From an optimization exercise on the open Yosys and OpenROAD flow, aimed at small area, a short achievable clock period and few clock cycles per item; shortcuts taken in it are not production practice.
At most, simulation tests tie the RTL to the original design; equivalence was not proved.
No functional check of the RTL was part of run 4.
Power and IR drop assume default switching activity.

### run.sh
#!/bin/bash
# synth_recipe.tcl (not shown) runs the flow's synth.tcl, then flattens the netlist and writes it again
# the make line also repeats each setting of config.mk as NAME=value (left out here)
make -C /OpenROAD-flow-scripts/flow DESIGN_CONFIG=/design/flow/config.mk WORK_HOME=/design/flow/orfs CLKGATE_MAP_FILE= SYNTH_SCRIPT=/design/flow/synth_recipe.tcl finish
### config.mk
export PLATFORM = sky130hd
export DESIGN_NAME = top
export DESIGN_NICKNAME = top
export VERILOG_FILES = /design/flow/design.v
export SDC_FILE = /design/flow/constraint.sdc
export NUM_CORES = 4
export LEC_CHECK = 0
export CAP_MARGIN = 20
export CORE_MARGIN = 2
export CORE_UTILIZATION = 40
export SETUP_SLACK_MARGIN = 3
export SLEW_MARGIN = 20
### constraint.sdc
create_clock -name core_clock -period 6.0 [get_ports {clk}]
set_input_delay 1.2000 -clock core_clock [delete_from_list [all_inputs] [get_ports {clk}]]
set_output_delay 1.2000 -clock core_clock [all_outputs]
set_load 0.01 [all_outputs]
### design.v
module sha1_round (
  input  [31:0] au,
  input  [31:0] av,
  input  [31:0] b,
  input  [31:0] c,
  input  [31:0] d,
  input  [31:0] zs,
  input  [31:0] zc,
  input         f_ch,      
  input         f_maj,     
  output [31:0] au_n,
  output [31:0] av_n
);
  wire [27:0] lo  = {1'b0, au[26:0]} + {1'b0, av[26:0]};
  wire [4:0]  th0 = au[31:27] + av[31:27];
  wire [4:0]  th1 = au[31:27] + av[31:27] + 5'd1;
  wire [4:0]  th  = lo[27] ? th1 : th0;
  wire [31:0] f = f_ch  ? ((b & c) | (~b & d)) :
                  f_maj ? ((b & c) | (b & d) | (c & d)) : (b ^ c ^ d);
  wire [31:0] u = {au[26:0], th};
  wire [31:0] v = {av[26:0], 5'b0};
  wire [31:0] s1 = zs ^ zc ^ v;
  wire [31:0] c1 = {(zs[30:0] & zc[30:0]) | (zs[30:0] & v[30:0]) | (zc[30:0] & v[30:0]), 1'b0};
  wire [31:0] s2 = s1 ^ c1 ^ f;
  wire [31:0] c2 = {(s1[30:0] & c1[30:0]) | (s1[30:0] & f[30:0]) | (c1[30:0] & f[30:0]), 1'b0};
  assign au_n = s2 ^ c2 ^ u;
  assign av_n = {(s2[30:0] & c2[30:0]) | (s2[30:0] & u[30:0]) | (c2[30:0] & u[30:0]), 1'b0};
endmodule
module top (
  input          clk,
  input          rstn,
  input          start,
  input          use_prev_cv,
  input  [511:0] data_i,
  input  [159:0] cv,
  output         busy,
  output         out_valid,
  output [159:0] cv_next
);
  reg         busy_r, valid_r;
  reg [6:0]   cnt;              
  reg         ph_ch, ph_maj;    
  reg [1:0]   phn;              
  reg         x_en;             
  reg         en4, en3, en2, last;
  reg [511:0] win;              
  reg [31:0]  au, av, b, c, d;  
  reg [31:0]  zs, zc;           
  reg [31:0]  ha, hb;           
  reg [159:0] res;              
  wire idle = ~busy_r & ~valid_r;
  assign busy = busy_r;
  assign out_valid = valid_r;
  assign cv_next = res;
  wire [159:0] hv = use_prev_cv ? res : cv;
  function [31:0] kconst(input [1:0] p);
    case (p)
      2'd0: kconst = 32'h5A827999;
      2'd1: kconst = 32'h6ED9EBA1;
      2'd2: kconst = 32'h8F1BBCDC;
      default: kconst = 32'hCA62C1D6;
    endcase
  endfunction
  wire [31:0] au_n, av_n;
  sha1_round u_rnd (.au(au), .av(av), .b(b), .c(c), .d(d), .zs(zs), .zc(zc),
                    .f_ch(ph_ch), .f_maj(ph_maj), .au_n(au_n), .av_n(av_n));
  wire [31:0] a_full = au + av;
  wire [31:0] wx = win[511-32*13 -: 32] ^ win[511-32*8 -: 32] ^
                   win[511-32*2 -: 32] ^ win[511 -: 32];
  wire [31:0] wn = {wx[30:0], wx[31]};
  wire [31:0] kn = kconst(phn);
  wire [31:0] xg = x_en ? hb : 32'd0;
  wire [31:0] w1 = win[511-32 -: 32];
  wire [31:0] p1 = d ^ w1 ^ xg;
  wire [31:0] q1 = {(d[30:0] & w1[30:0]) | (d[30:0] & xg[30:0]) | (w1[30:0] & xg[30:0]), 1'b0};
  wire [31:0] zs_n = p1 ^ q1 ^ kn;
  wire [31:0] zc_n = {(p1[30:0] & q1[30:0]) | (p1[30:0] & kn[30:0]) | (q1[30:0] & kn[30:0]), 1'b0};
  wire [31:0] e0 = hv[31:0];
  wire [31:0] w0 = data_i[511:480];
  wire [31:0] k0 = kconst(2'd0);
  wire [31:0] zs_0 = e0 ^ w0 ^ k0;
  wire [31:0] zc_0 = {(e0[30:0] & w0[30:0]) | (e0[30:0] & k0[30:0]) | (w0[30:0] & k0[30:0]), 1'b0};
  wire [31:0] fx = last ? b : {b[1:0], b[31:2]};
  wire [31:0] fy = fx + ha;
  wire [6:0] cnt_n = idle ? 7'd0 : cnt + 7'd1;
  reg  [31:0] ha_n;
  always @* begin
    case (cnt[1:0])
      2'd0: ha_n = hv[31:0];       
      2'd1: ha_n = hv[63:32];      
      2'd2: ha_n = hv[95:64];      
      default: ha_n = hv[127:96];  
    endcase
  end
  always @(posedge clk or negedge rstn)
    if (!rstn) begin
      busy_r  <= 1'b0;
      valid_r <= 1'b0;
    end else begin
      busy_r  <= (idle & start) | (busy_r & ~last);
      valid_r <= (busy_r & last) | (valid_r & start);
    end
  always @(posedge clk) begin
    cnt    <= cnt_n;
    ph_ch  <= cnt_n < 7'd20;
    ph_maj <= cnt_n >= 7'd40 && cnt_n < 7'd60;
    phn    <= cnt_n < 7'd19 ? 2'd0 : cnt_n < 7'd39 ? 2'd1 : cnt_n < 7'd59 ? 2'd2 : 2'd3;
    x_en   <= cnt_n == 7'd78;
    en4    <= cnt_n == 7'd77;
    en3    <= cnt_n == 7'd78;
    en2    <= cnt_n == 7'd79;
    last   <= cnt_n == 7'd80;
    ha     <= ha_n;
    hb     <= hv[159:128];
    if (idle) begin
      win <= data_i;
      au  <= hv[159:128];
      av  <= 32'd0;
      b   <= hv[127:96];
      c   <= hv[95:64];
      d   <= hv[63:32];
      zs  <= zs_0;
      zc  <= zc_0;
    end else begin
      win <= {win[479:0], wn};
      au  <= au_n;
      av  <= av_n;
      b   <= a_full;
      c   <= {b[1:0], b[31:2]};
      d   <= c;
      zs  <= zs_n;
      zc  <= zc_n;
    end
    if (busy_r) begin
      if (en4)  res[31:0]    <= fy;
      if (en3)  res[63:32]   <= fy;
      if (en2)  res[95:64]   <= fy;
      if (last) res[127:96]  <= fy;
      if (last) res[159:128] <= a_full;
    end
  end
endmodule
==> results.txt, run 1 <==
status=timing/DRC/antenna clean; yosys warns=1; GR Overflow Total=0; nature of the critical path endpoint=flop; Async SR Flop Fraction=0.205%; prevailing post-synth register cell=dfxtp_1; largest net degree at the start of global routing=191; Tmin final=around 3.2 ns; setup TNS=0 ns; die footprint=0.110 mm²; share of cells above drive strength 1=between 8 and 9%; Post-synth EDFFs=160; hpwl dp=between 100000 and 150000 µm; largest stage delay on the critical path=0.39 ns; Slew @ Worst Pin=1.15 ns; Tcrit/Tclk final=53.6%; final setup margin=2.79 ns; Worst Path Required=6.44 ns; CTS Buf Count=107; syn_area_per_cell=9.26 µm²; global-route wire length before repair=249000 µm; fin. max-slew vios=0; crit path max-delay cell type=dfxtp_4; final-report setup violation count=0; Post-CTS Hold Buffers=0; row cnt=119; Pwr Density=between 400 and 500 mW/mm²; Synth cell types=58; synthesized instance count=4619; min-delay worst type=flop to flop; endpoints failing hold=0; Die Span Y=331 µm; Peak supply drop=0.274 mV; normalized max-slew margin=22.8%; via count=34700; pre-CTS WS=2.20 ns; Layout Skew=~0.053 ns; final wirelength=182000 µm; DR DRC count=0; CTS Root Cell=clkbuf_16; fillcell total=about 9900; clock slew at reported path FFs=about 0.060 ns; clock latency on the worst-skew pair=about 0.72 ns; syn nets=5591; Vias per Instance=approximately 5.0; Bufs on Longest Clock Path=3; startpoint types=flop; Final ANT Viol Nets=0; Fmax=311 MHz; vias in the first global route=approximately 34000; max_cap viols=0; PortBufs=837; critical path cell sequence=buf_8, mux2_4, ha_4, fa_2, a21o_1, a21oi_4, o21ai_4, a21boi_4, a211oi_4, or3_1, a21oi_2, xnor2_2; drt first-iter violations=roughly 2800; Area Overhead vs Synth=33.6%; CTS tree=built; register bit count reported by yosys=975; Post-Syn Area=~0.043 mm²; IO Pins=838; register area share after synthesis=49.4%; Starting Density=40.5%; H-tree depth=3; drt wl/cell=26.4 µm; final RePlAce weighted congestion=0.982; CP Data Arrival Time=3.65 ns; Total GRT Usage=32.4%; final net count=~6400; Leak=between 20 and 30 nW; RSZ-0062 raised after global routing=yes; core area=0.106 mm²; critical path type=flop to flop; Die Wd=331 µm; clock sink total=between 900 and 1000; drt pass-1 iters=7; CP max FO=4; initial antenna violation count=36
==> critical path, delay by kind of cell (launching register included) <==
kind	cells	cell delay, ns
AOI/OAI and AO/OA	6	1.08
buffers and inverters	1	0.14
adders and majority gates	2	0.52
xor gates and xnor gates	1	0.11
DFF	1	0.39
muxes	1	0.32
and+or+nand+nor	1	0.38
==> state kept, by name, indices dropped and copies added (netlist names), 32 cells and up <==
signal / flops
zs: 32
ha: 32
c: 32
win: 512
b: 32
au: 32
d: 32
res: 160
hb: 32
==> final timing paths <==
| check | start | endpoint | slack (ns) | cells after the start |
|---|---|---|---|---|
| max in group asynchronous | rstn | busy_r$_DFF_PN0_ | 5.22 | 1 |
| max reg2reg | last$_DFF_P_ | res[24]$_DFFE_PP_ | 2.79 | 12 |
| min | win[415]$_DFF_P_ | win[447]$_DFF_P_ | 0.41 | 2 |
| max | last$_DFF_P_ | res[24]$_DFFE_PP_ | 2.79 | 12 |
| min reg2reg | win[415]$_DFF_P_ | win[447]$_DFF_P_ | 0.41 | 2 |
| min in group asynchronous | rstn | valid_r$_DFF_PN0_ | 0.65 | 1 |
==> repair_timing <==
| action | in CTS | in global routing |
|---|---|---|
| gates resized for setup | 96 | 52 |
| setup endpoints to repair | 170 | 95 |
| setup buffers | 30 | 15 |
| pin swaps | 49 | 34 |
==> layout make-up <==
| class | count | area (µm²) | share of cell area (%) |
|---|---|---|---|
| Timing Repair Buffer | 909 | 9080 | 15.9 |
| Inverter | 176 | 661 | 1.16 |
| Clock inverter | 43 | 469 | 0.821 |
| Clock buffer | 161 | 3160 | 5.53 |
| Sequential cell | 975 | 21100 | 37.0 |
| Tap cell | 1391 | 1740 | 3.04 |
| Antenna cell | 19 | 47.5 | 0.0832 |
| Multi-Input combinational cell | 3243 | 20900 | 36.5 |
==> per-stage QoR <==
stage	power, mW	hold slack [ns]	instances	instance area, µm²	utilization [%]
after global routing	30.0	0.428	6910	57200	54.1
after CTS	27.9	0.417	6883	56800	53.7
after detailed placement	20.4	0.404	6649	52400	49.6
after global placement	20.4	0.402	6649	52400	49.6
after floorplan	16.0	0.399	4619	42900	-
final	28.3	0.415	6917	57200	54.1
==> cell families (layout without fill, tap and decap cells) <==
family / after synthesis / count (layout) / synth area share (%)
AND/OR/NAND/NOR: 2030 / 2030 / 18.7
flip-flops: 975 / 975 / 49.4
AO/OA/AOI/OAI: 486 / 486 / 6.74
buffers and inverters: 401 / 1289 / 3.55
adder cells (fa/ha/maj): 296 / 296 / 11.7
multiplexers: 260 / 260 / 6.38
XOR/XNOR: 171 / 171 / 3.50
other: 0 / 19 / 0
==> layout by cell type, fill, tap and decap left out, types with 8 or more instances in the layout <==
| cell type | instances |
|---|---|
| mux2_2 | 96 |
| xnor2_1 | 129 |
| mux2i_1 | 159 |
| dfxtp_1 | 805 |
| xor2_1 | 20 |
| nand4_1 | 11 |
| diode_2 | 19 |
| fa_1 | 171 |
| a21oi_2 | 11 |
| xnor2_2 | 13 |
| o21a_1 | 13 |
| buf_6 | 8 |
| clkbuf_16 | 108 |
| inv_1 | 173 |
| a21o_1 | 46 |
| edfxtp_1 | 160 |
| clkinv_2 | 22 |
| ha_4 | 15 |
| buf_12 | 10 |
| o21ai_0 | 177 |
| o22ai_1 | 32 |
| nand3_1 | 18 |
| a31oi_1 | 8 |
| and2_1 | 63 |
| a21oi_1 | 121 |
| ha_1 | 100 |
| nand2_1 | 1752 |
| clkbuf_1 | 26 |
| a211oi_1 | 24 |
| nor3_1 | 22 |
| clkdlybuf4s50_1 | 828 |
| clkbuf_8 | 26 |
| nor2b_1 | 13 |
| dlygate4sd2_1 | 8 |
| nor2_1 | 104 |
| buf_4 | 53 |
==> metal layers <==
layer	GRT usage, %	share of wire, %
met2	56.8	51
met1	38.9	39
met4	13.6	4.5
met3	6.22	5.8
met5	0	0.072
==> cells in the mapped netlist (all sizes together), types with 6 or more instances <==
master / instances / area (µm²)
o21a: 13 / 97.6
clkbuf: 201 / 754
mux2i: 160 / 1600
inv: 176 / 661
buf: 24 / 103
and2: 67 / 419
edfxtp: 160 / 4800
xnor2: 142 / 1240
a31oi: 11 / 75.1
a211oi: 31 / 248
xor2: 29 / 254
nand4: 11 / 68.8
fa: 176 / 3520
nor2: 110 / 413
nand3: 18 / 90.1
nand2: 1755 / 6590
a21oi: 135 / 676
dfxtp: 813 / 16300
and3: 6 / 37.5
o21ai: 185 / 926
nor3: 26 / 130
nor2b: 14 / 87.6
a21o: 46 / 345
mux2: 100 / 1130
ha: 120 / 1500
o22ai: 33 / 206
==> where the power goes <==
group / internal (mW) / total [mW] / switching [mW] / leakage [nW]
Combinational: 5.24 / 12.4 / 7.13 / 15.4
Sequential: 8.10 / 9.08 / 0.984 / 8.36
Clock: 3.95 / 6.82 / 2.87 / 1.79
Total: 17.3 / 28.3 / 11.0 / 25.6
Testbench counts, summed over its fixed seeds: cycles 39,840, blocks 480.
==> inputs of run 2 (changes only) <==
--- a/design.v
+++ b/design.v
@@ -47,6 +47,8 @@
   reg [31:0]  au, av, b, c, d;  
   reg [31:0]  zs, zc;           
   reg [31:0]  ha, hb;           
+  reg [31:0]  fx;               
+  reg         pre_last;         
   reg [159:0] res;              
   wire idle = ~busy_r & ~valid_r;
   assign busy = busy_r;
@@ -65,12 +67,21 @@
   sha1_round u_rnd (.au(au), .av(av), .b(b), .c(c), .d(d), .zs(zs), .zc(zc),
                     .f_ch(ph_ch), .f_maj(ph_maj), .au_n(au_n), .av_n(av_n));
   wire [31:0] a_full = au + av;
-  wire [31:0] wx = win[511-32*13 -: 32] ^ win[511-32*8 -: 32] ^
-                   win[511-32*2 -: 32] ^ win[511 -: 32];
-  wire [31:0] wn = {wx[30:0], wx[31]};
+  wire [31:0] wx = win[32*13 +: 32] ^ win[32*8 +: 32] ^ win[32*2 +: 32] ^
+                   win[31:0];
+  wire        use_gen = ~idle & (cnt >= 7'd14);
+  wire [3:0]  wsel = idle ? 4'd1 : cnt[3:0] + 4'd2;
+  reg  [31:0] wd;
+  integer n;
+  always @* begin
+    wd = 32'd0;
+    for (n = 1; n < 16; n = n + 1)
+      wd = wd | (data_i[511-32*n -: 32] & {32{~use_gen && wsel == n}});
+  end
+  wire [31:0] wn = wd | ({wx[30:0], wx[31]} & {32{use_gen}});
   wire [31:0] kn = kconst(phn);
   wire [31:0] xg = x_en ? hb : 32'd0;
-  wire [31:0] w1 = win[511-32 -: 32];
+  wire [31:0] w1 = win[511:480];
   wire [31:0] p1 = d ^ w1 ^ xg;
   wire [31:0] q1 = {(d[30:0] & w1[30:0]) | (d[30:0] & xg[30:0]) | (w1[30:0] & xg[30:0]), 1'b0};
   wire [31:0] zs_n = p1 ^ q1 ^ kn;
@@ -80,7 +91,6 @@
   wire [31:0] k0 = kconst(2'd0);
   wire [31:0] zs_0 = e0 ^ w0 ^ k0;
   wire [31:0] zc_0 = {(e0[30:0] & w0[30:0]) | (e0[30:0] & k0[30:0]) | (w0[30:0] & k0[30:0]), 1'b0};
-  wire [31:0] fx = last ? b : {b[1:0], b[31:2]};
   wire [31:0] fy = fx + ha;
   wire [6:0] cnt_n = idle ? 7'd0 : cnt + 7'd1;
   reg  [31:0] ha_n;
@@ -110,10 +120,12 @@
     en3    <= cnt_n == 7'd78;
     en2    <= cnt_n == 7'd79;
     last   <= cnt_n == 7'd80;
+    pre_last <= cnt_n == 7'd79;
+    fx     <= pre_last ? a_full : {a_full[1:0], a_full[31:2]};
     ha     <= ha_n;
     hb     <= hv[159:128];
     if (idle) begin
-      win <= data_i;
+      win <= {wn, data_i[511:480], win[479:32]};
       au  <= hv[159:128];
       av  <= 32'd0;
       b   <= hv[127:96];
@@ -122,7 +134,7 @@
       zs  <= zs_0;
       zc  <= zc_0;
     end else begin
-      win <= {win[479:0], wn};
+      win <= {wn, win[511:32]};
       au  <= au_n;
       av  <= av_n;
       b   <= a_full;
==> run 2 against run 1 <==
  * Still clean on timing, DRC and antenna
  * Total power is 24% higher
  * Die area is 6.0% lower
  * Register-to-register slack hardly changed
  * Combinational power is 31% higher
  * Non-clock buffer count is 38 higher
  * Sequential share of layout area is 2.4 points higher
  * Sequential power is 33% higher
  * Synthesized cell count is 24% lower
  * Fmax is 0.46% higher
==> results.txt, run 2 <==
post-route cell area=about 0.055 mm²; Die Wd=321 µm; CP max FO=6; Pint=21.3 mW; Peak supply drop=0.297 mV; IO Pins=838; Synth cell types=67; final net count=5386; synthesized instance count=3512; max_cap viols=0; yosys warns=1; Total GRT Usage=30.5%; Post-synth EDFFs=160; Worst Path Required=6.57 ns; Net Sw Power=13.7 mW; hpwl dp=124000 µm; Bufs on Longest Clock Path=3; Combinational Power Share=46.2%; Top Registers=win x512, res x160; largest net degree at the start of global routing=192; final core occ=55.4%; initial antenna violation count=27; Clock power frac=19.2%; critical path type=flop to flop; Fmax=313 MHz; max reg flops=about 500; clock latency on the worst-skew pair=0.68 ns; startpoint types=flop; Hold Crit Depth=0; CTS Buf Count=104; clock slew at reported path FFs=0.06 ns; final-report setup violation count=0; setup TNS=0 ns; Final ANT Viol Nets=0; share of cells above drive strength 1=11.6%; via count=30900; Leak=22.8 nW; fin. max-slew vios=0; final wirelength=162000 µm; WHS=0.307 ns; endpoints failing hold=0; list of most frequent post-synthesis cells=dfxtp_1, nand2_1, inv_1; Area Overhead vs Synth=37.7%; Synth area leader=dfxtp_1; Tcrit/Tclk final=53.3%; vias in the first global route=slightly above 30000; syn_area_per_cell=~11 µm²; row cnt=about 120; Tmin final=between 3 and 4 ns; Pwr Density=roughly 630 mW/mm²; CP Data Arrival Time=around 3.8 ns; clock sink total=1007; final RePlAce weighted congestion=0.945; DR DRC count=0; most frequent cells in the layout=clkdlybuf4s50_1, dfxtp_1, nand2_1; total power=35.0 mW; Slew @ Worst Pin=1.14 ns; Post-Syn Area=0.0402 mm²; most common cell after layout, fill and taps aside=clkdlybuf4s50_1; global-route wire length before repair=225000 µm; status=timing/DRC/antenna clean; CTS Root Cell=clkbuf_16; Flop pwr share=34.6%; fillcell total=8657; Die Span Y=321 µm; register area share after synthesis=54.2%; H-tree depth=3; nature of the critical path endpoint=flop; register bit count reported by yosys=1007; Layout Skew=0.0285 ns; top-area cell type share of the netlist area=a little over two fifths; drt wl/cell=approximately 28 µm; drt first-iter violations=2962; count leader, synth=dfxtp_1; GR Overflow Total=0; Cell Area, Placed=0.0500 mm²; dominant cells by area after synthesis=dfxtp_1, edfxtp_1, fa_1, mux2i_1, ha_1; drt pass-1 iters=8; CTS tree=built; prevailing post-synth register cell=dfxtp_1; Post-CTS Hold Buffers=0; largest register by flop count=win; syn nets=4485; worst reg2reg path depth=15; RSZ-0062 raised after global routing=yes; min-delay worst type=flop to flop; Async SR Flop Fraction=0.199%; Sw Ratio=39.1%; normalized max-slew margin=23.7%; Vias per Instance=5.32; die footprint=0.103 mm²; Starting Density=40.2%; PortBufs=837; core area=around 0.10 mm²
run 2: cell types whose count changed in the layout (fill, tap and decap cells not counted), sizes merged, moves of 13 or more:
| cell | delta |
|---|---|
| nor2 | +18 |
| nand3 | +29 |
| xor2 | +23 |
| nand4 | +29 |
| xnor2 | -25 |
| a221oi | +36 |
| o21ai | -19 |
| nand2 | -1353 |
| a22oi | +123 |
| a222oi | +63 |
| buf | +35 |
| a21o | -17 |
| inv | +13 |
| dfxtp | +32 |
run 2: kinds of logic (layout without fill, tap and decap cells):
family / after synthesis / count (layout) / share of synthesized area [%]
other cells: 0 / 18 / 0
compound gates: 665 / 665 / 11.2
fa+ha+maj: 297 / 297 / 12.5
simple gates: 777 / 785 / 8.69
flops: 1007 / 1007 / 54.2
xor+xnor: 169 / 169 / 3.70
mux: 249 / 249 / 6.48
buf+inv: 348 / 1325 / 3.25
run 2: area by class of cell:
class | count | area (µm²) | area share (%)
timing repair buffer | 947 | 9540 | 17.3
inverter | 188 | 711 | 1.28
tap | 1298 | 1620 | 2.94
antenna | 18 | 45.0 | 0.0814
clock inverter | 42 | 518 | 0.936
sequential | 1007 | 21800 | 39.4
clock buffer | 148 | 3040 | 5.50
multi-input combinational | 2165 | 18000 | 32.6
run 2: path summary, 6_finish.rpt:
| check | startpoint | endpoint | slack (ns) |
|---|---|---|---|
| worst max-delay path | au[1]$_DFF_P_ | au[0]$_DFF_P_ | 2.80 |
| worst min-delay path | win[340]$_DFF_P_ | win[308]$_DFF_P_ | 0.31 |
| worst max register to register | au[1]$_DFF_P_ | au[0]$_DFF_P_ | 2.80 |
| worst min register to register | win[340]$_DFF_P_ | win[308]$_DFF_P_ | 0.31 |
| max in group asynchronous | rstn | busy_r$_DFF_PN0_ | 5.16 |
| min in group asynchronous | rstn | valid_r$_DFF_PN0_ | 0.68 |
run 2: power by group through the flow:
| stage | logic [mW] | clock network [mW] | registers [mW] |
|---|---|---|---|
| after global routing | 18.0 | 7.07 | 12.4 |
| after CTS | 15.5 | 6.80 | 12.1 |
| after global placement | 14.7 | 0 | 12.1 |
| final | 16.2 | 6.70 | 12.1 |
| after detailed placement | 14.8 | 0 | 12.2 |
| after floorplan | 9.77 | 0 | 11.5 |
run 2: worst max-delay path, stage by stage (launching register included):
cell and delay (ns):
dfxtp_4 0.36, ha_4 0.13, inv_2 0.04, fa_2 0.37, nor2b_2 0.13, o31a_1 0.20
o31a_1 0.24, o2111ai_2 0.14, and3_4 0.22, nor3_4 0.15, buf_12 0.15, buf_4 0.11
xor2_2 0.41, ha_1 0.32, nand2_1 0.06, nand2_1 0.05
run 2: metal layers:
layer | share of wire [%] | global-route usage [%] | wire length [µm] | up-vias
li1 | - | - | - | 14100
met5 | 0.025 | 0 | 40 | -
met4 | 3.6 | 11.8 | 5890 | 6
met3 | 7.0 | 6.18 | 11300 | 270
met2 | 47 | 49.6 | 75900 | 1332
met1 | 43 | 40.1 | 69200 | 15200
run 2: stage by stage:
step	worst slack, ns	instances
after floorplan	2.99	3512
after global placement	1.79	5514
after detailed placement	1.83	5517
after CTS	2.75	5767
after global routing	2.67	5812
final	2.80	5813
run 2: timing repair:
action	4_1_cts	5_1_grt
setup endpoints to repair	98	100
gates resized for setup	79	77
pin swaps	52	33
buffers inserted	50	27
cloned	10	0
Testbench counts of run 2, summed over its fixed seeds: cycles 39,840, blocks 480.
==> inputs of run 3 (changes only) <==
==> flow/run.sh (new file) <==
#!/bin/bash
# The standard ORFS layout (standard.sh, unchanged synthesis), with one
# change: the I/O port buffers that placement inserts are buf_1 cells
# (buffer_ports -buffer_cell) rather than the default choice; repair_design
# still resizes them where a port drives a large load.
# Full make/tool output goes to standard.log; ORFS also keeps per-step logs
# under orfs/logs/.
set -uo pipefail
export BUFFER_PORTS_ARGS="-buffer_cell sky130_fd_sc_hd__buf_1"
bash standard.sh finish > standard.log 2>&1
status=$?
tail -n 20 standard.log
exit $status
==> standard.sh (new file) <==
#!/bin/bash
# synth_recipe.tcl (not shown) runs the flow's synth.tcl, then flattens the netlist and writes it again
# the make line also repeats each setting of config.mk as NAME=value (left out here)
make -C /OpenROAD-flow-scripts/flow DESIGN_CONFIG=/design/flow/config.mk WORK_HOME=/design/flow/orfs CLKGATE_MAP_FILE= SYNTH_SCRIPT=/design/flow/synth_recipe.tcl "${@:-finish}"
removed: run.sh
==> run 3 against run 2 <==
  * Combinational power hardly changed
  * Worst hold slack worse by 0.012 ns
  * Core utilization is 5.4 points lower
  * Largest power group unchanged
==> results.txt, run 3 <==
final-report setup violation count=0; Vias per Instance=5.31; status=timing/DRC/antenna clean; Tcrit/Tclk final=53.4%; Fmax=roughly 310 MHz; final std cells w/o fill=5809; die footprint=0.103 mm²; max_cap viols=0; Total GRT Usage=29.9%; startpoint types=flop; largest net degree at the start of global routing=between 80 and 90; xor/xnor share of the synthesized area=about 3.7%; Pwr Density=697 mW/mm²; normalized max-slew margin=24.1%; adder-cell share of the synthesized area=12.5%; Tmin final=3.20 ns; share of cells above drive strength 1=11.8%; dominant cells by area after synthesis=dfxtp_1, edfxtp_1, fa_1, mux2i_1, ha_1; via count=30800; worst reg2reg startpoint=au[1]$_DFF_P_; final RePlAce weighted congestion=0.952; RR Endpoint=au[1]$_DFF_P_; prevailing post-synth register cell=dfxtp_1; final core occ=50.0%; DRT met1 WL=68200 µm; Post-synth EDFFs=160; Area Overhead vs Synth=24.3%; main combinational cell family by area after synthesis=adder cells; syn_area_per_cell=11.4 µm²; IO Pins=838; clock sink total=1007; max reg flops=512; endpoints failing hold=0; Die Wd=321 µm; CP max FO=6; Multi-input gate area=0.0181 mm²; setup TNS=0 ns; metal3 WL=about 9900 µm; RSZ-0062 raised after global routing=yes; Synth Area in Simple Gates=8.69%; mux contribution to synthesized area=6.48%; hpwl dp=121000 µm; Async SR Flop Fraction=less than 1%; CP Data Arrival Time=about 3.8 ns; drt first-iter violations=around 2900; yosys warns=1; vias in the first global route=30800; syn nets=4485; count leader, synth=dfxtp_1; critical path type=flop to flop; nature of the critical path endpoint=flop; global-route wire length before repair=219000 µm; core area=between 0.09 and 0.1 mm²; Top Registers=win x512, res x160; Layout Skew=0.0306 ns; CTS tree=built; min-delay worst type=input port to asynchronous set/reset pin; Worst Path Required=6.63 ns; Final ANT Viol Nets=0; fillcell total=9127; final net count=5377; Cells after DPL=5521; CTS Buf Count=approximately 100; register area share after synthesis=54.2%; most common cell after layout, fill and taps aside=buf_1; register area=0.0218 mm²; largest register by flop count=win; CTS Root Cell=clkbuf_16; fin. max-slew vios=0; clock slew at reported path FFs=~0.06 ns; list of most frequent post-synthesis cells=dfxtp_1, nand2_1, inv_1; H-tree depth=3; final wirelength=158000 µm; met2 WL=73700 µm; row cnt=around 120; DR DRC count=0; Synth cell types=67; PortBufs=837; GR Overflow Total=0; Highest Signal Layer=met5; register bit count reported by yosys=1007; most frequent cells in the layout=buf_1, dfxtp_1, nand2_1; Compound-Gate Fraction of Synth Area=11.2%; Die Span Y=around 320 µm; Synth area leader=dfxtp_1; drt pass-1 iters=6; top-area cell type share of the netlist area=42.1%; R2R setup slack=2.80 ns; drt wl/cell=27.2 µm; clock latency on the worst-skew pair=~0.70 ns; Slew @ Worst Pin=1.14 ns; worst reg2reg path depth=14; synthesized instance count=about 3500; Post-Syn Area=0.0402 mm²; Post-CTS Hold Buffers=0; Peak supply drop=0.343 mV; Bufs on Longest Clock Path=3; Leak=20.5 nW; Starting Density=just over 40%; initial antenna violation count=24
run 3: stage by stage:
stage / power (mW) / hold WS, ns / setup WS (ns) / area [µm²]
after global routing: 37.3 / 0.278 / 2.66 / 49900
after floorplan: 21.3 / 0.310 / 2.99 / 40200
final: 34.8 / 0.294 / 2.80 / 49900
after global placement: 26.9 / 0.309 / 1.64 / 44800
after CTS: 34.4 / 0.262 / 2.75 / 49400
after detailed placement: 27.1 / 0.312 / 1.64 / 44900
run 3: worst max path at each step:
stage	from	to	slack, ns	depth (start not counted)
finish	au[1]$_DFF_P_	au[1]$_DFF_P_	2.80	14
floorplan	av[1]$_SDFF_PP0_	au[1]$_DFF_P_	2.99	13
CTS	au[1]$_DFF_P_	au[3]$_DFF_P_	2.75	15
global route	au[1]$_DFF_P_	au[3]$_DFF_P_	2.66	15
detailed placement	cnt[0]$_DFF_P_	win[501]$_DFF_P_	1.64	12
global placement	cnt[0]$_DFF_P_	win[501]$_DFF_P_	1.64	12
run 3: per-layer routing:
| layer | vias to the layer above | GRT usage, % |
|---|---|---|
| met4 | 2 | 12.9 |
| met1 | 15200 | 39.5 |
| met5 | - | 0 |
| li1 | 14100 | - |
| met2 | 1270 | 48.5 |
| met3 | 249 | 4.95 |
run 3: kinds of logic after synthesis:
kind of cell	count (synthesis)
xor gates and xnor gates	169
buffers and inverters	348
DFF	1007
adders and majority gates	297
muxes	249
AOI/OAI and AO/OA	665
and+or+nand+nor	777
run 3: report_power, final:
part | internal [mW] | total, mW | leakage [nW] | switching, mW
Clock | 3.71 | 6.50 | 1.70 | 2.79
Sequential | 10.4 | 12.1 | 8.58 | 1.68
Combinational | 6.69 | 16.2 | 10.2 | 9.53
Total | 20.8 | 34.8 | 20.5 | 14.0
run 3: worst max-delay path, cell delays in order (launching register included):
cell and delay [ns]:
dfxtp_2 0.35, ha_4 0.14, inv_2 0.03, fa_2 0.35, nor2b_2 0.14, o31a_1 0.21
o31a_1 0.24, o2111ai_2 0.14, and3_4 0.23, nor3_4 0.17, buf_12 0.16, mux2_4 0.32
fa_2 0.53, nand2_1 0.05, nand2_1 0.08
run 3: what timing repair did:
| item | 4_1_cts | 5_1_grt |
|---|---|---|
| resized for setup | 87 | 68 |
| pin swaps | 48 | 35 |
| setup buffers | 50 | 17 |
| endpoints found under the setup margin | 92 | 102 |
| gates cloned | 8 | 0 |
run 3: layout make-up:
type / instances / area share, %
clock buffer: 139 / 5.94
multi-input combinational: 2164 / 36.2
timing repair buffer: 939 / 8.41
inverter: 188 / 1.42
tap: 1298 / 3.25
clock inverter: 57 / 1.01
sequential: 1007 / 43.7
antenna: 17 / 0.0852
==> inputs of run 4 (changes only) <==
--- a/design.v
+++ b/design.v
@@ -9,22 +9,30 @@
   input         f_ch,      
   input         f_maj,     
   output [31:0] au_n,
-  output [31:0] av_n
+  output [31:0] av_n,
+  output [4:0]  a_top      
 );
   wire [27:0] lo  = {1'b0, au[26:0]} + {1'b0, av[26:0]};
+  wire        cl  = lo[27];
   wire [4:0]  th0 = au[31:27] + av[31:27];
   wire [4:0]  th1 = au[31:27] + av[31:27] + 5'd1;
-  wire [4:0]  th  = lo[27] ? th1 : th0;
+  assign a_top = cl ? th1 : th0;
   wire [31:0] f = f_ch  ? ((b & c) | (~b & d)) :
                   f_maj ? ((b & c) | (b & d) | (c & d)) : (b ^ c ^ d);
-  wire [31:0] u = {au[26:0], th};
   wire [31:0] v = {av[26:0], 5'b0};
   wire [31:0] s1 = zs ^ zc ^ v;
   wire [31:0] c1 = {(zs[30:0] & zc[30:0]) | (zs[30:0] & v[30:0]) | (zc[30:0] & v[30:0]), 1'b0};
   wire [31:0] s2 = s1 ^ c1 ^ f;
   wire [31:0] c2 = {(s1[30:0] & c1[30:0]) | (s1[30:0] & f[30:0]) | (c1[30:0] & f[30:0]), 1'b0};
-  assign au_n = s2 ^ c2 ^ u;
-  assign av_n = {(s2[30:0] & c2[30:0]) | (s2[30:0] & u[30:0]) | (c2[30:0] & u[30:0]), 1'b0};
+  wire [31:0] u  = {au[26:0], 5'b0};
+  wire [31:0] s3 = s2 ^ c2 ^ u;
+  wire [31:0] c3 = {(s2[30:0] & c2[30:0]) | (s2[30:0] & u[30:0]) | (c2[30:0] & u[30:0]), 1'b0};
+  wire [4:0]  x0 = s2[4:0] ^ c2[4:0] ^ th0;
+  wire [4:0]  x1 = s2[4:0] ^ c2[4:0] ^ th1;
+  wire [4:0]  y0 = (s2[4:0] & c2[4:0]) | (s2[4:0] & th0) | (c2[4:0] & th0);
+  wire [4:0]  y1 = (s2[4:0] & c2[4:0]) | (s2[4:0] & th1) | (c2[4:0] & th1);
+  assign au_n = {s3[31:5], cl ? x1 : x0};
+  assign av_n = {c3[31:6], cl ? y1 : y0, 1'b0};
 endmodule
 module top (
   input          clk,
@@ -64,9 +72,12 @@
     endcase
   endfunction
   wire [31:0] au_n, av_n;
+  wire [4:0]  a_top;
   sha1_round u_rnd (.au(au), .av(av), .b(b), .c(c), .d(d), .zs(zs), .zc(zc),
-                    .f_ch(ph_ch), .f_maj(ph_maj), .au_n(au_n), .av_n(av_n));
-  wire [31:0] a_full = au + av;
+                    .f_ch(ph_ch), .f_maj(ph_maj), .au_n(au_n), .av_n(av_n),
+                    .a_top(a_top));
+  wire [26:0] a_low = au[26:0] + av[26:0];
+  wire [31:0] a_full = {a_top, a_low};
   wire [31:0] wx = win[32*13 +: 32] ^ win[32*8 +: 32] ^ win[32*2 +: 32] ^
                    win[31:0];
   wire        use_gen = ~idle & (cnt >= 7'd14);
==> run 4 against run 3 <==
  * Still clean on timing, DRC and antenna
  * Synthesized area is 0.56% higher
  * First-iteration DRC count decreased by 8.2%
  * Via count about the same
  * Count of clock-buffer cells in the layout decreased by 4
  * Combinational power is 2% lower
  * Die area is 0.56% higher
  * Sequential power hardly changed
  * Final area decreased by 0.63%
  * Clock power rose by 3%
  * Register-to-register slack improved by 0.17 ns
  * Core utilization fell by 0.46 points
  * Critical path type unchanged
  * Highest routed layer unchanged
==> results.txt, run 4 <==
status=timing/DRC/antenna clean; critical path type=flop to flop; Die Span Y=322 µm; largest stage delay on the critical path=0.56 ns; final net count=5370; die footprint=0.104 mm²; global-route wire length before repair=218000 µm; register area share after synthesis=53.9%; Layout Skew=0.0267 ns; max_cap viols=0; Fmax=about 330 MHz; Leak=20.4 nW; most frequent cells in the layout=buf_1, dfxtp_1, nand2_1; Pwr Density=697 mW/mm²; Bufs on Longest Clock Path=3; CP Data Arrival Time=around 3.6 ns; fin. max-slew vios=0; yosys warns=1; startpoint types=flop; IO Pins=~840; post-route cell area=0.0496 mm²; drt pass-1 iters=6; H-tree depth=3; WHS=0.307 ns; syn nets=4508; Worst Path Required=6.53 ns; Post-synth EDFFs=160; Async SR Flop Fraction=0.199%; prevailing post-synth register cell=dfxtp_1; vias in the first global route=between 30000 and 40000; endpoints failing hold=0; crit path max-delay cell type=a222oi_1; synthesized instance count=3534; critical path cell sequence=ha_2, xor2_4, nor2_1, nand2_2, nor2_4, buf_4, a222oi_1, nand2_1, a221oi_4, nand3_1; final wirelength=between 150000 and 200000 µm; top-area cell type share of the netlist area=about two fifths; initial antenna violation count=24; Total GRT Usage=29.7%; Cell Area, Placed=0.0451 mm²; Vias per Instance=5.31; Top Registers=win x512, res x160; clock latency on the worst-skew pair=roughly 0.68 ns; normalized max-slew margin=between 20 and 30%; dominant cells by area after synthesis=dfxtp_1, edfxtp_1, fa_1, mux2i_1, ha_1; row cnt=116; Die Wd=322 µm; largest net degree at the start of global routing=~200; min-delay worst type=input port to asynchronous set/reset pin; DR DRC count=0; largest register by flop count=win; Peak supply drop=0.398 mV; count leader, synth=dfxtp_1; hpwl dp=124000 µm; share of cells above drive strength 1=10.3%; Post-CTS Hold Buffers=0; Synth cell types=72; final RePlAce weighted congestion=0.970; drt first-iter violations=between 2000 and 3000; clock sink total=around 1000; clock slew at reported path FFs=0.06 ns; list of most frequent post-synthesis cells=dfxtp_1, nand2_1, inv_1; Slew @ Worst Pin=1.07 ns; most common cell after layout, fill and taps aside=buf_1; Tmin final=3.04 ns; Area Overhead vs Synth=22.8%; nature of the critical path endpoint=flop; syn_area_per_cell=approximately 11 µm²; register bit count reported by yosys=1007; Post-Syn Area=0.0404 mm²; max reg flops=between 500 and 600; core area=approximately 0.1 mm²; via count=between 30000 and 40000; CTS Root Cell=clkbuf_16; setup TNS=0 ns; Tcrit/Tclk final=50.6%; PortBufs=837; GR Overflow Total=0; Final ANT Viol Nets=0; CP max FO=32; final-report setup violation count=0; Synth area leader=dfxtp_1; RSZ-0062 raised after global routing=yes; CTS Buf Count=104; drt wl/cell=27.2 µm; CTS tree=built; Starting Density=40.3%
[run 4: power breakdown]
| group | internal (mW) | switching, mW |
|---|---|---|
| logic | 6.71 | 9.06 |
| clock network | 3.87 | 2.81 |
| registers | 10.4 | 1.75 |
[run 4: area by class of cell]
type | instances | area, µm²
Fill cell | 9220 | 50500
Sequential cell | 1007 | 21800
Clock buffer | 135 | 2910
Clock inverter | 63 | 668
Tap cell | 1298 | 1620
Multi-Input combinational cell | 2173 | 17900
Timing Repair Buffer | 912 | 3920
Inverter | 198 | 748
Antenna cell | 14 | 35.0
[run 4: logic make-up after synthesis]
family          synth area share [%]
compound gates                  11.7
xor+xnor                        3.74
fa+ha+maj                       12.4
buf+inv                         3.30
flops                           53.9
mux                             6.57
simple gates                    8.35
[run 4: stage by stage]
step | utilization [%] | instances | worst slack (ns) | power [mW]
after floorplan | - | 3534 | 3.15 | 21.5
after global placement | 45.0 | 5548 | 1.91 | 26.7
after detailed placement | 45.0 | 5551 | 1.85 | 27.0
after CTS | 49.2 | 5774 | 2.87 | 34.4
after global routing | 49.5 | 5798 | 2.88 | 37.2
final | 49.5 | 5800 | 2.96 | 34.6
[run 4: timing repair]
action,CTS,global route
setup buffers,24,12
pin swaps,24,21
cloned,1,0
endpoints found under the setup margin,161,113
resized for setup,69,47
[run 4: worst max-delay path, delay by kind of cell (launching register included)]
family / cells / cell delay [ns]
AOI/OAI and AO/OA: 2 / 0.97
and+or+nand+nor: 5 / 0.66
DFF: 1 / 0.43
adders and majority gates: 1 / 0.29
buffers and inverters: 1 / 0.28
xor gates and xnor gates: 1 / 0.24
[run 4: worst paths after layout]
| check | to | cells past startpoint | slack [ns] | from |
|---|---|---|---|---|
| max | win[497]$_DFF_P_ | 10 | 2.96 | cnt[1]$_DFF_P_ |
| min | valid_r$_DFF_PN0_ | 1 | 0.31 | rstn |
| max reg2reg | win[497]$_DFF_P_ | 10 | 2.96 | cnt[1]$_DFF_P_ |
| min reg2reg | win[329]$_DFF_P_ | 0 | 0.31 | win[361]$_DFF_P_ |
| max in group asynchronous | busy_r$_DFF_PN0_ | 1 | 5.57 | rstn |
| min in group core_clock | win[329]$_DFF_P_ | 0 | 0.31 | win[361]$_DFF_P_ |
[run 4: metal layers]
layer / part of all wire (%) / GRT usage [%] / vias to the layer above
li1: - / - / 14000
met1: 43 / 39.8 / 15100
met2: 45 / 46.4 / 1386
met3: 6.9 / 5.63 / 278
met4: 4.5 / 13.6 / 2
met5: 0.011 / 0 / -
==> inputs of run 5 (changes only) <==
--- a/design.v
+++ b/design.v
@@ -57,6 +57,8 @@
   reg [31:0]  ha, hb;           
   reg [31:0]  fx;               
   reg         pre_last;         
+  reg [15:1]  tok;              
+  reg         use_gen;          
   reg [159:0] res;              
   wire idle = ~busy_r & ~valid_r;
   assign busy = busy_r;
@@ -80,14 +82,12 @@
   wire [31:0] a_full = {a_top, a_low};
   wire [31:0] wx = win[32*13 +: 32] ^ win[32*8 +: 32] ^ win[32*2 +: 32] ^
                    win[31:0];
-  wire        use_gen = ~idle & (cnt >= 7'd14);
-  wire [3:0]  wsel = idle ? 4'd1 : cnt[3:0] + 4'd2;
   reg  [31:0] wd;
   integer n;
   always @* begin
     wd = 32'd0;
     for (n = 1; n < 16; n = n + 1)
-      wd = wd | (data_i[511-32*n -: 32] & {32{~use_gen && wsel == n}});
+      wd = wd | (data_i[511-32*n -: 32] & {32{tok[n]}});
   end
   wire [31:0] wn = wd | ({wx[30:0], wx[31]} & {32{use_gen}});
   wire [31:0] kn = kconst(phn);
@@ -113,13 +113,20 @@
       default: ha_n = hv[127:96];  
     endcase
   end
+  wire busy_n  = (idle & start) | (busy_r & ~last);
+  wire valid_n = (busy_r & last) | (valid_r & start);
+  wire idle_n  = ~busy_n & ~valid_n;
   always @(posedge clk or negedge rstn)
     if (!rstn) begin
       busy_r  <= 1'b0;
       valid_r <= 1'b0;
+      tok     <= 15'd1;
+      use_gen <= 1'b0;
     end else begin
-      busy_r  <= (idle & start) | (busy_r & ~last);
-      valid_r <= (busy_r & last) | (valid_r & start);
+      busy_r  <= busy_n;
+      valid_r <= valid_n;
+      tok     <= idle_n ? 15'd1 : {tok[14:1], 1'b0};
+      use_gen <= ~idle_n & (use_gen | tok[15]);
     end
   always @(posedge clk) begin
     cnt    <= cnt_n;
--- a/config.mk
+++ b/config.mk
@@ -8,5 +8,7 @@
 export CAP_MARGIN = 20
 export CORE_MARGIN = 2
 export CORE_UTILIZATION = 40
+export CTS_CLUSTER_DIAMETER = 60
+export CTS_CLUSTER_SIZE = 30
 export SETUP_SLACK_MARGIN = 3
 export SLEW_MARGIN = 20
==> run 5 against run 4 <==
  * Still clean
  * Cell count up 0.64%
  * Global-route usage is 1.4 points higher
  * Fmax rose by 2.2%
  * Total power fell by 7.1%
  * Sequential power about the same
  * Worst hold slack got worse by 0.012 ns
  * Clock skew up 0.011 ns
  * Routed wire length grew 6.7%
  * Register-to-register slack better by 0.07 ns
  * Setup slack better by 0.066 ns
  * Critical path type unchanged
  * Highest routed layer unchanged
==> results.txt, run 5 <==
max_cap viols=0; clock latency on the worst-skew pair=0.66 ns; Clock power frac=17.5%; count leader, synth=dfxtp_1; yosys warns=1; CTS Buf Count=75; most frequent cells in the layout=dfxtp_1, buf_1, nand2_1; clock sink total=roughly 1000; CP Launch Point=fx[0]$_DFF_P_; die footprint=0.105 mm²; nature of the critical path endpoint=flop; hpwl dp=approximately 130000 µm; largest net degree at the start of global routing=87; prevailing post-synth register cell=dfxtp_1; critical path cell sequence=ha_4, inv_2, fa_2, nor2b_4, o211ai_2, a211oi_4, o41a_4, buf_4, nor3b_1, nor2_1, xnor2_1; final core occ=48.2%; Sw Ratio=approximately 40%; initial antenna violation count=60; Synth area leader=dfxtp_1; CTS tree=built; largest register by flop count=win; final std cells w/o fill=between 5000 and 6000; Starting Density=40.3%; crit path buf inv count=2; Leak=20.2 nW; row cnt=117; Crit path max-delay family=compound AO/OA/AOI/OAI gates; last element of the critical path=res[18]$_DFFE_PP_; top-area cell type share of the netlist area=41.3%; Worst Path Required=6.39 ns; dominant cells by area after synthesis=dfxtp_1, edfxtp_1, fa_1, mux2i_1, ha_1; RR Endpoint=res[18]$_DFFE_PP_; Async SR Flop Fraction=1.76%; GR Overflow Total=0; share of cells above drive strength 1=9.04%; Synth cell types=83; drt pass-1 iters=6; critical path type=flop to flop; normalized max-slew margin=26.1%; RSZ-0062 raised after global routing=no; Tcrit/Tclk final=49.5%; Net Sw Power=roughly 13 mW; Vias per Instance=5.30; endpoints failing hold=0; Area Overhead vs Synth=19.7%; Pint=19.3 mW; global-route wire length before repair=225000 µm; synthesized instance count=3564; list of most frequent post-synthesis cells=dfxtp_1, nand2_1, inv_1; clock slew at reported path FFs=0.10 ns; register bit count reported by yosys=around 1000; Cells after DPL=5633; final-report setup violation count=0; crit path max-delay cell type=xnor2_1; syn_area_per_cell=roughly 11 µm²; Post-Syn Area=about 0.041 mm²; Tmin final=between 2 and 3 ns; fin. max-slew vios=0; Die Wd=324 µm; via count=approximately 31000; CTS Root Cell=clkbuf_16; total power=32.2 mW; Pwr Density=657 mW/mm²; Fmax=around 340 MHz; CP Data Arrival Time=3.36 ns; core area=0.102 mm²; H-tree depth=3; Total GRT Usage=a little under a third; Peak supply drop=0.377 mV; setup TNS=0 ns; final wirelength=168000 µm; worst reg2reg path depth=11; final RePlAce weighted congestion=0.932; Critical Path Stages=11; CP max FO=4; Bufs on Longest Clock Path=3; vias in the first global route=29800; register area share after synthesis=54.2%; min-delay worst type=flop to flop; largest stage delay on the critical path=0.42 ns; Post-synth EDFFs=160; syn nets=4537; drt first-iter violations=approximately 2700; startpoint types=flop; worst reg2reg startpoint=fx[0]$_DFF_P_; status=timing/DRC/antenna clean; Layout Skew=0.0372 ns; final net count=5349; max reg flops=512; Flop pwr share=37.8%; Slew @ Worst Pin=around 1.1 ns; PortBufs=837; DR DRC count=0; Die Span Y=324 µm; R2R setup slack=3.03 ns; IO Pins=838; drt wl/cell=28.8 µm; Final ANT Viol Nets=0; Combinational Power Share=between 40% and 50%; Top Registers=win x512, res x160
## run 5: changes by cell type in the layout (fill, tap and decap cells not counted), sizes merged, moves of 35 or more
| cell | change |
|---|---|
| xnor2 | -36 |
| a22o | -60 |
| a22oi | +182 |
| a221oi | -122 |
| xor2 | +35 |
| clkbuf | -53 |
| nor2 | -38 |
## run 5: routing by layer
metal  global-route usage, %  vias to the layer above  share of wire [%]
met5                       0                        -              0.020
met4                    17.1                        6                5.1
met3                    5.34                      310                6.5
met2                    51.5                     1381                 48
met1                    38.6                    15200                 40
li1                        -                    14000                  -
## run 5: what timing repair did
action                                  in CTS  in global routing
hold buffers                                 0                  0
endpoints found under the setup margin      66                116
buffers inserted                            19                 15
resized for setup                           25                 43
pin swaps                                   13                 26
## run 5: how the worst min path moves through the flow
stage / startpoint / to / cells past startpoint / slack, ns
finish: win[116]$_DFF_P_ / win[84]$_DFF_P_ / 0 / 0.30
global route: win[116]$_DFF_P_ / win[84]$_DFF_P_ / 0 / 0.29
CTS: win[116]$_DFF_P_ / win[84]$_DFF_P_ / 0 / 0.30
detailed placement: win[182]$_DFF_P_ / win[150]$_DFF_P_ / 0 / 0.31
global placement: win[334]$_DFF_P_ / win[302]$_DFF_P_ / 0 / 0.31
floorplan: win[32]$_DFF_P_ / win[0]$_DFF_P_ / 0 / 0.31
## run 5: kinds of logic after synthesis
group / Yosys count / synth area share (%)
compound gates: 719 / 11.9
xor+xnor: 170 / 3.74
fa+ha+maj: 298 / 12.3
buf+inv: 370 / 3.42
flops: 1023 / 54.2
mux: 253 / 6.47
simple gates: 731 / 8.01
## run 5: cell type report
type	count	area, µm²
Timing Repair Buffer	907	3720
Clock buffer	84	2010
Clock inverter	54	749
Inverter	198	743
Antenna cell	32	80.1
Multi-Input combinational cell	2171	17700
Sequential cell	1023	22200
Tap cell	1368	1710
Fill cell	9617	52600
## run 5: through the flow
step	setup slack (ns)	hold WS, ns	instance area (µm²)
2_1_floorplan	3.19	0.310	40900
6_report	3.03	0.295	49000
3_5_place_dp	2.50	0.312	45500
5_1_grt	2.96	0.292	49000
4_1_cts	2.98	0.300	48500
3_3_place_gp	2.48	0.310	45500
## run 5: power by group through the flow
stage / Clock (mW) / Combinational, mW / Sequential, mW
after floorplan: 0 / 9.17 / 11.5
after global placement: 0 / 13.1 / 12.2
after detailed placement: 0 / 13.3 / 12.3
after CTS: 5.73 / 13.8 / 12.1
after global routing: 5.99 / 16.1 / 12.4
final: 5.63 / 14.4 / 12.2
Testbench counts of run 5, summed over its fixed seeds: cycles 39,840, blocks 480.
==> inputs of run 6 (changes only) <==
--- a/config.mk
+++ b/config.mk
@@ -8,7 +8,7 @@
 export CAP_MARGIN = 20
 export CORE_MARGIN = 2
 export CORE_UTILIZATION = 40
-export CTS_CLUSTER_DIAMETER = 60
-export CTS_CLUSTER_SIZE = 30
+export CTS_CLUSTER_DIAMETER = 80
+export CTS_CLUSTER_SIZE = 24
 export SETUP_SLACK_MARGIN = 3
 export SLEW_MARGIN = 20
==> run 6 against run 5 <==
  * Largest power group unchanged
  * Count of clock-buffer cells in the layout is 13 lower
  * Synthesized area stayed put
  * Routed wire length is 0.40% lower
  * Critical endpoint is now res[92]$_DFFE_PP_
  * Highest routed layer unchanged
==> results.txt, run 6 <==
drt wl/cell=between 20 and 30 µm; final net count=5324; Bufs on Longest Clock Path=3; DR DRC count=0; Synth cell types=83; critical path cell sequence=ha_4, inv_2, fa_2, nor2b_4, o211ai_2, a211oi_4, o41a_4, a211oi_4, or2_4, a21o_4, a211o_1; Post-synth EDFFs=160; drt pass-1 iters=9; final RePlAce weighted congestion=0.932; setup TNS=0 ns; endpoints failing hold=0; Fmax=335 MHz; prevailing post-synth register cell=dfxtp_1; Worst Hold Path EP=win[269]$_DFF_P_; Peak supply drop=0.321 mV; final wirelength=168000 µm; met3 Use GR=4.65%; GR met1 Demand/Resource=38.6%; vias in the first global route=29600; Starting Density=40.3%; Post-Syn Area=0.0409 mm²; Crit path max-delay family=compound AO/OA/AOI/OAI gates; CP Data Arrival Time=3.40 ns; CTS Buf Count=53; Vias per Instance=5.32; syn_area_per_cell=11.5 µm²; worst reg2reg path depth=11; Tcrit/Tclk final=49.7%; Die Span Y=324 µm; largest net degree at the start of global routing=87; GRT met2 Usage=about 50%; Post-CTS Hold Buffers=0; RR Endpoint=res[92]$_DFFE_PP_; final std cells w/o fill=5783; CTS tree=built; crit path max-delay cell type=dfxtp_2; IO Pins=838; clock sink total=between 1000 and 1500; Leak=just under 20 nW; largest stage delay on the critical path=0.36 ns; synthesized instance count=approximately 3600; Slew @ Worst Pin=1.23 ns; startpoint types=flop; row cnt=117; status=timing/DRC/antenna clean; R2R setup slack=3.02 ns; core area=0.102 mm²; drt first-iter violations=2736; most frequent cells in the layout=dfxtp_1, buf_1, nand2_1; initial antenna violation count=59; fillcell total=9739; dominant cells by area after synthesis=dfxtp_1, edfxtp_1, fa_1, mux2i_1, ha_1; PortBufs=837; CTS Root Cell=clkbuf_16; Die Wd=324 µm; Area Overhead vs Synth=16.8%; Layout Skew=0.0490 ns; via count=approximately 31000; top-area cell type share of the netlist area=41.3%; share of cells above drive strength 1=7.53%; critical path type=flop to flop; Top Registers=win x512, res x160; critical hold path startpoint=win[301]$_DFF_P_; CP max FO=4; most common cell after layout, fill and taps aside=dfxtp_1; min-delay worst type=flop to flop; clock latency on the worst-skew pair=0.69 ns; fin. max-slew vios=0; worst reg2reg startpoint=fx[0]$_DFF_P_; Total GRT Usage=30.9%; crit path buf inv count=1; GR Overflow Total=0; Top Usage Layer GRT=met2; global-route wire length before repair=between 200000 and 250000 µm; Cells after DPL=5633; Hold Crit Depth=0; Multi-input gate area=0.0177 mm²; max_cap viols=0; register area share after synthesis=a little over half; max reg flops=512; Synth area leader=dfxtp_1; most frequent CP cell=a211oi_4; clock slew at reported path FFs=0.10 ns; final-report setup violation count=0; Async SR Flop Fraction=1.76%; list of most frequent post-synthesis cells=dfxtp_1, nand2_1, inv_1; die footprint=roughly 0.10 mm²; nature of the critical path endpoint=flop; register bit count reported by yosys=1023; Worst Path Required=between 6 and 7 ns; yosys warns=1; normalized max-slew margin=18.2%; H-tree depth=2; syn nets=roughly 4500; hpwl dp=roughly 130000 µm; Final ANT Viol Nets=0; count leader, synth=dfxtp_1; largest register by flop count=win; Pwr Density=640 mW/mm²; register area=0.0222 mm²; RSZ-0062 raised after global routing=yes; Tmin final=~3 ns
## run 6: cell counts after synthesis
No cell type changed its count.
## run 6: area by class of cell
type | count | area share [%]
sequential | 1023 | 46.5
multi-input combinational | 2171 | 37.0
timing repair buffer | 904 | 7.74
tap | 1368 | 3.58
clock buffer | 71 | 3.09
inverter | 198 | 1.55
clock inverter | 17 | 0.387
antenna | 31 | 0.162
## run 6: worst max path at each step
stage / to / depth (start not counted) / startpoint / slack (ns)
after floorplan: ha[23]$_DFF_P_ / 6 / use_prev_cv / 3.19
after global placement: res[95]$_DFFE_PP_ / 9 / ha[4]$_DFF_P_ / 2.48
after detailed placement: res[95]$_DFFE_PP_ / 9 / ha[1]$_DFF_P_ / 2.50
after CTS: res[28]$_DFFE_PP_ / 11 / fx[0]$_DFF_P_ / 2.98
after global routing: au[1]$_DFF_P_ / 10 / au[18]$_DFF_P_ / 2.94
final: res[92]$_DFFE_PP_ / 11 / fx[0]$_DFF_P_ / 3.02
## run 6: kinds of logic (layout without fill, tap and decap cells)
logic type	count (synthesis)	in the layout	synth area share, %
buffers and inverters	370	1190	3.42
and+or+nand+nor	731	731	8.01
muxes	253	253	6.47
other	0	31	0
DFF	1023	1023	54.2
AOI/OAI and AO/OA	719	719	11.9
adders and majority gates	298	298	12.3
xor gates and xnor gates	170	170	3.74
## run 6: stage by stage
step | utilization, % | worst slack (ns) | power, mW | hold slack, ns | instance area, µm²
2_1_floorplan | - | 3.19 | 20.7 | 0.310 | 40900
3_3_place_gp | 44.7 | 2.48 | 25.3 | 0.310 | 45500
3_5_place_dp | 44.7 | 2.50 | 25.6 | 0.312 | 45500
4_1_cts | 46.7 | 2.98 | 30.3 | 0.325 | 47500
5_1_grt | 47.0 | 2.94 | 32.9 | 0.327 | 47800
6_report | 47.0 | 3.02 | 30.6 | 0.323 | 47800
## run 6: power breakdown
group	internal, mW	total [mW]	switching (mW)
Combinational	6.14	14.3	8.12
Clock	1.79	4.15	2.36
Sequential	10.4	12.2	1.79
Total	18.3	30.6	12.3
## run 6: layer usage
layer,vias to the layer above,wire length (µm)
met5,-,9
met4,2,9510
met1,15200,67400
li1,13900,-
met2,1342,79900
met3,289,10900
## run 6: what timing repair did
item,4_1_cts,5_1_grt
pin swaps,14,18
setup endpoints to repair,73,98
gates resized for setup,30,28
buffers inserted,22,9
==> inputs of run 7 (changes only) <==
--- a/config.mk
+++ b/config.mk
@@ -7,7 +7,7 @@
 export LEC_CHECK = 0
 export CAP_MARGIN = 20
 export CORE_MARGIN = 2
-export CORE_UTILIZATION = 40
+export CORE_UTILIZATION = 55
 export CTS_CLUSTER_DIAMETER = 80
 export CTS_CLUSTER_SIZE = 24
 export SETUP_SLACK_MARGIN = 3
==> run 7 against run 6 <==
  * Combinational power about the same
  * Core utilization is 17 points higher
  * Die area shrank 27%
  * Global-route usage increased by 11 points
  * Largest cell class unchanged
  * Total power fell by 0.85%
==> results.txt, run 7 <==
status=timing/DRC/antenna clean; max_cap viols=0; Worst Hold Path EP=win[301]$_DFF_P_; clock slew at reported path FFs=around 0.10 ns; Leak=19.6 nW; Hold Crit Depth=0; critical path cell sequence=ha_2, inv_1, fa_2, nor2b_2, o31a_1, o211ai_2, a31oi_4, o211ai_1, xnor2_4, buf_4, mux2_2; critical hold path startpoint=win[333]$_DFF_P_; clock sink total=1023; PortBufs=837; Starting Density=55.2%; syn nets=4537; IO Pins=~840; syn_area_per_cell=11.5 µm²; largest stage delay on the critical path=0.38 ns; via count=31700; row cnt=100; list of most frequent post-synthesis cells=dfxtp_1, nand2_1, inv_1; Vias per Instance=5.88; Fmax=about 340 MHz; Synth area leader=dfxtp_1; fillcell total=around 6300; Slew @ Worst Pin=approximately 1.1 ns; count leader, synth=dfxtp_1; Area Overhead vs Synth=15.3%; Cell Area, Placed=0.0450 mm²; setup TNS=0 ns; share of cells above drive strength 1=7.14%; R2R setup slack=roughly 3.0 ns; clock latency on the worst-skew pair=0.67 ns; critical path type=flop to flop; CP Data Arrival Time=3.51 ns; drt wl/cell=30.5 µm; global-route wire length before repair=224000 µm; max reg flops=512; final-report setup violation count=0; H-tree depth=2; RR Endpoint=fx[31]$_DFF_P_; Worst Path Required=between 6 and 7 ns; Layout Skew=roughly 0.028 ns; most common cell after layout, fill and taps aside=dfxtp_1; initial antenna violation count=80; normalized max-slew margin=28.6%; core area=between 0.07 and 0.08 mm²; min-delay worst type=flop to flop; prevailing post-synth register cell=dfxtp_1; Total GRT Usage=41.7%; drt first-iter violations=3668; hpwl dp=131000 µm; largest register by flop count=win; vias in the first global route=30100; worst reg2reg path depth=11; final wirelength=164000 µm; most frequent cells in the layout=dfxtp_1, buf_1, nand2_1; CTS Buf Count=52; drt pass-1 iters=7; post-route cell area=0.0472 mm²; Bufs on Longest Clock Path=3; RSZ-0062 raised after global routing=yes; nature of the critical path endpoint=flop; GR Overflow Total=0; fin. max-slew vios=0; worst reg2reg startpoint=au[1]$_DFF_P_; Crit path max-delay family=compound AO/OA/AOI/OAI gates; CTS tree=built; Die Span Y=277 µm; crit path buf inv count=2; Top Registers=win x512, res x160; Post-synth EDFFs=160; Pwr Density=642 mW/mm²; final net count=between 5000 and 6000; register area share after synthesis=54.2%; Post-CTS Hold Buffers=0; DR DRC count=0; synthesized instance count=3564; Synth cell types=83; Async SR Flop Fraction=about 1.8%; dominant cells by area after synthesis=dfxtp_1, edfxtp_1, fa_1, mux2i_1, ha_1; crit path max-delay cell type=dfxtp_1; CTS Root Cell=clkbuf_16; Die Wd=between 200 and 300 µm; yosys warns=1; final RePlAce weighted congestion=1.00; Tcrit/Tclk final=approximately half; Tmin final=2.96 ns; CP max FO=4; Final ANT Viol Nets=0; Peak supply drop=roughly 0.35 mV; register bit count reported by yosys=1023; Post-Syn Area=0.0409 mm²; die footprint=0.0766 mm²; largest net degree at the start of global routing=150; top-area cell type share of the netlist area=between 40% and 50%; endpoints failing hold=0; startpoint types=flop
run 7: kinds of logic after synthesis:
logic type,after synthesis,synth area share (%)
flip-flops,1023,54.2
AND/OR/NAND/NOR,731,8.01
AO/OA/AOI/OAI,719,11.9
buffers and inverters,370,3.42
adder cells (fa/ha/maj),298,12.3
multiplexers,253,6.47
XOR/XNOR,170,3.74
run 7: power breakdown:
group          switching, mW  internal [mW]  total [mW]
clock                   2.33           1.75        4.08
combinational           8.04           6.01        14.0
sequential              1.81           10.4        12.2
run 7: stage by stage:
| stage | hold WS, ns | setup slack (ns) | instances | power (mW) | utilization (%) |
|---|---|---|---|---|---|
| floorplan | 0.310 | 3.19 | 3564 | 20.7 | - |
| global placement | 0.310 | 2.69 | 5233 | 25.1 | 60.7 |
| detailed placement | 0.312 | 2.66 | 5233 | 25.3 | 60.7 |
| CTS | 0.327 | 2.94 | 5333 | 29.8 | 63.3 |
| global route | 0.324 | 2.95 | 5375 | 32.3 | 63.6 |
| finish | 0.327 | 3.04 | 5394 | 30.3 | 63.7 |
run 7: area by class of cell:
class	instances	area, µm²	area share, %
well taps	969	1210	2.57
flip-flops and latches	1023	22200	47.1
clock inverters	15	161	0.342
inverters	198	743	1.58
multi-input cells	2171	17700	37.5
diodes	55	138	0.292
clock buffers	73	1450	3.08
repair buffers	890	3590	7.62
run 7: per-layer routing:
metal  share of wire (%)  global-route usage, %  vias to the layer above
met4                 7.2                   25.9                       24
met3                 9.4                   8.78                      380
met1                  39                   54.0                    15600
met5                0.10                      0                        -
li1                    -                      -                    13900
met2                  45                   64.5                     1808
run 7: worst register-to-register path, stage by stage (launching register included):
cell and delay, ns:
dfxtp_1 0.38, ha_2 0.23, inv_1 0.07, fa_2 0.37, nor2b_2 0.14, o31a_1 0.26, o211ai_2 0.17, a31oi_4 0.29
o211ai_1 0.24, xnor2_4 0.26, buf_4 0.20, mux2_2 0.26
run 7: timing repair:
action,in CTS,in global routing
buffers inserted,12,6
gates resized for setup,29,24
endpoints found under the setup margin,60,83
pin swaps,15,11
run 7: how the worst max path moves through the flow:
stage	endpoint	cells past startpoint	slack (ns)	startpoint
6_report	fx[31]$_DFF_P_	11	3.04	au[1]$_DFF_P_
5_1_grt	res[89]$_DFFE_PP_	10	2.95	ha[4]$_DFF_P_
4_1_cts	res[16]$_DFFE_PP_	10	2.94	ha[2]$_DFF_P_
3_5_place_dp	zs[8]$_DFF_P_	5	2.66	use_prev_cv
3_3_place_gp	ha[8]$_DFF_P_	6	2.69	use_prev_cv
2_1_floorplan	ha[23]$_DFF_P_	6	3.19	use_prev_cv

## what the ideal ports hide
The results above use ideal ports. As a check the final layouts listed here were re-extracted and re-timed, cells and wires unchanged.
Step 1 assumes that a clkbuf_16 drives the clock port and a buf_2 every other input.
Step 2 times the ports against the registers' clock, not the clock port: input delays grow and output delays shrink by t, the midpoint of the rising clock arrivals with the driver on.
Slacks: ideal ports / drivers / drivers and shift; pairs: ideal ports / drivers.
run	t, ns	slack for setup (ns)	hold WS [ns]	pins driven straight from the clock port
run 1	0.764	2.787 / 2.787 / 2.413	0.415 / 0.415 / 0.415	1
run 2	0.745	2.802 / 2.802 / 2.449	0.307 / 0.307 / 0.307	1
run 3	0.750	2.795 / 2.795 / 2.398	0.294 / 0.302 / 0.316	1
run 4	0.734	2.963 / 2.963 / 2.542	0.307 / 0.310 / 0.310	1
run 5	0.718	3.029 / 3.029 / 2.519	0.295 / 0.295 / 0.295	1
run 6	0.740	3.018 / 3.018 / 2.540	0.323 / 0.323 / 0.323	1
run 7	0.724	3.044 / 3.044 / 2.568	0.327 / 0.327 / 0.327	1
After both steps setup and hold are still met in every run listed. The setup slack of run 5, which loses most, moves by 0.000 ns with the drivers and by -0.510 ns with both steps.
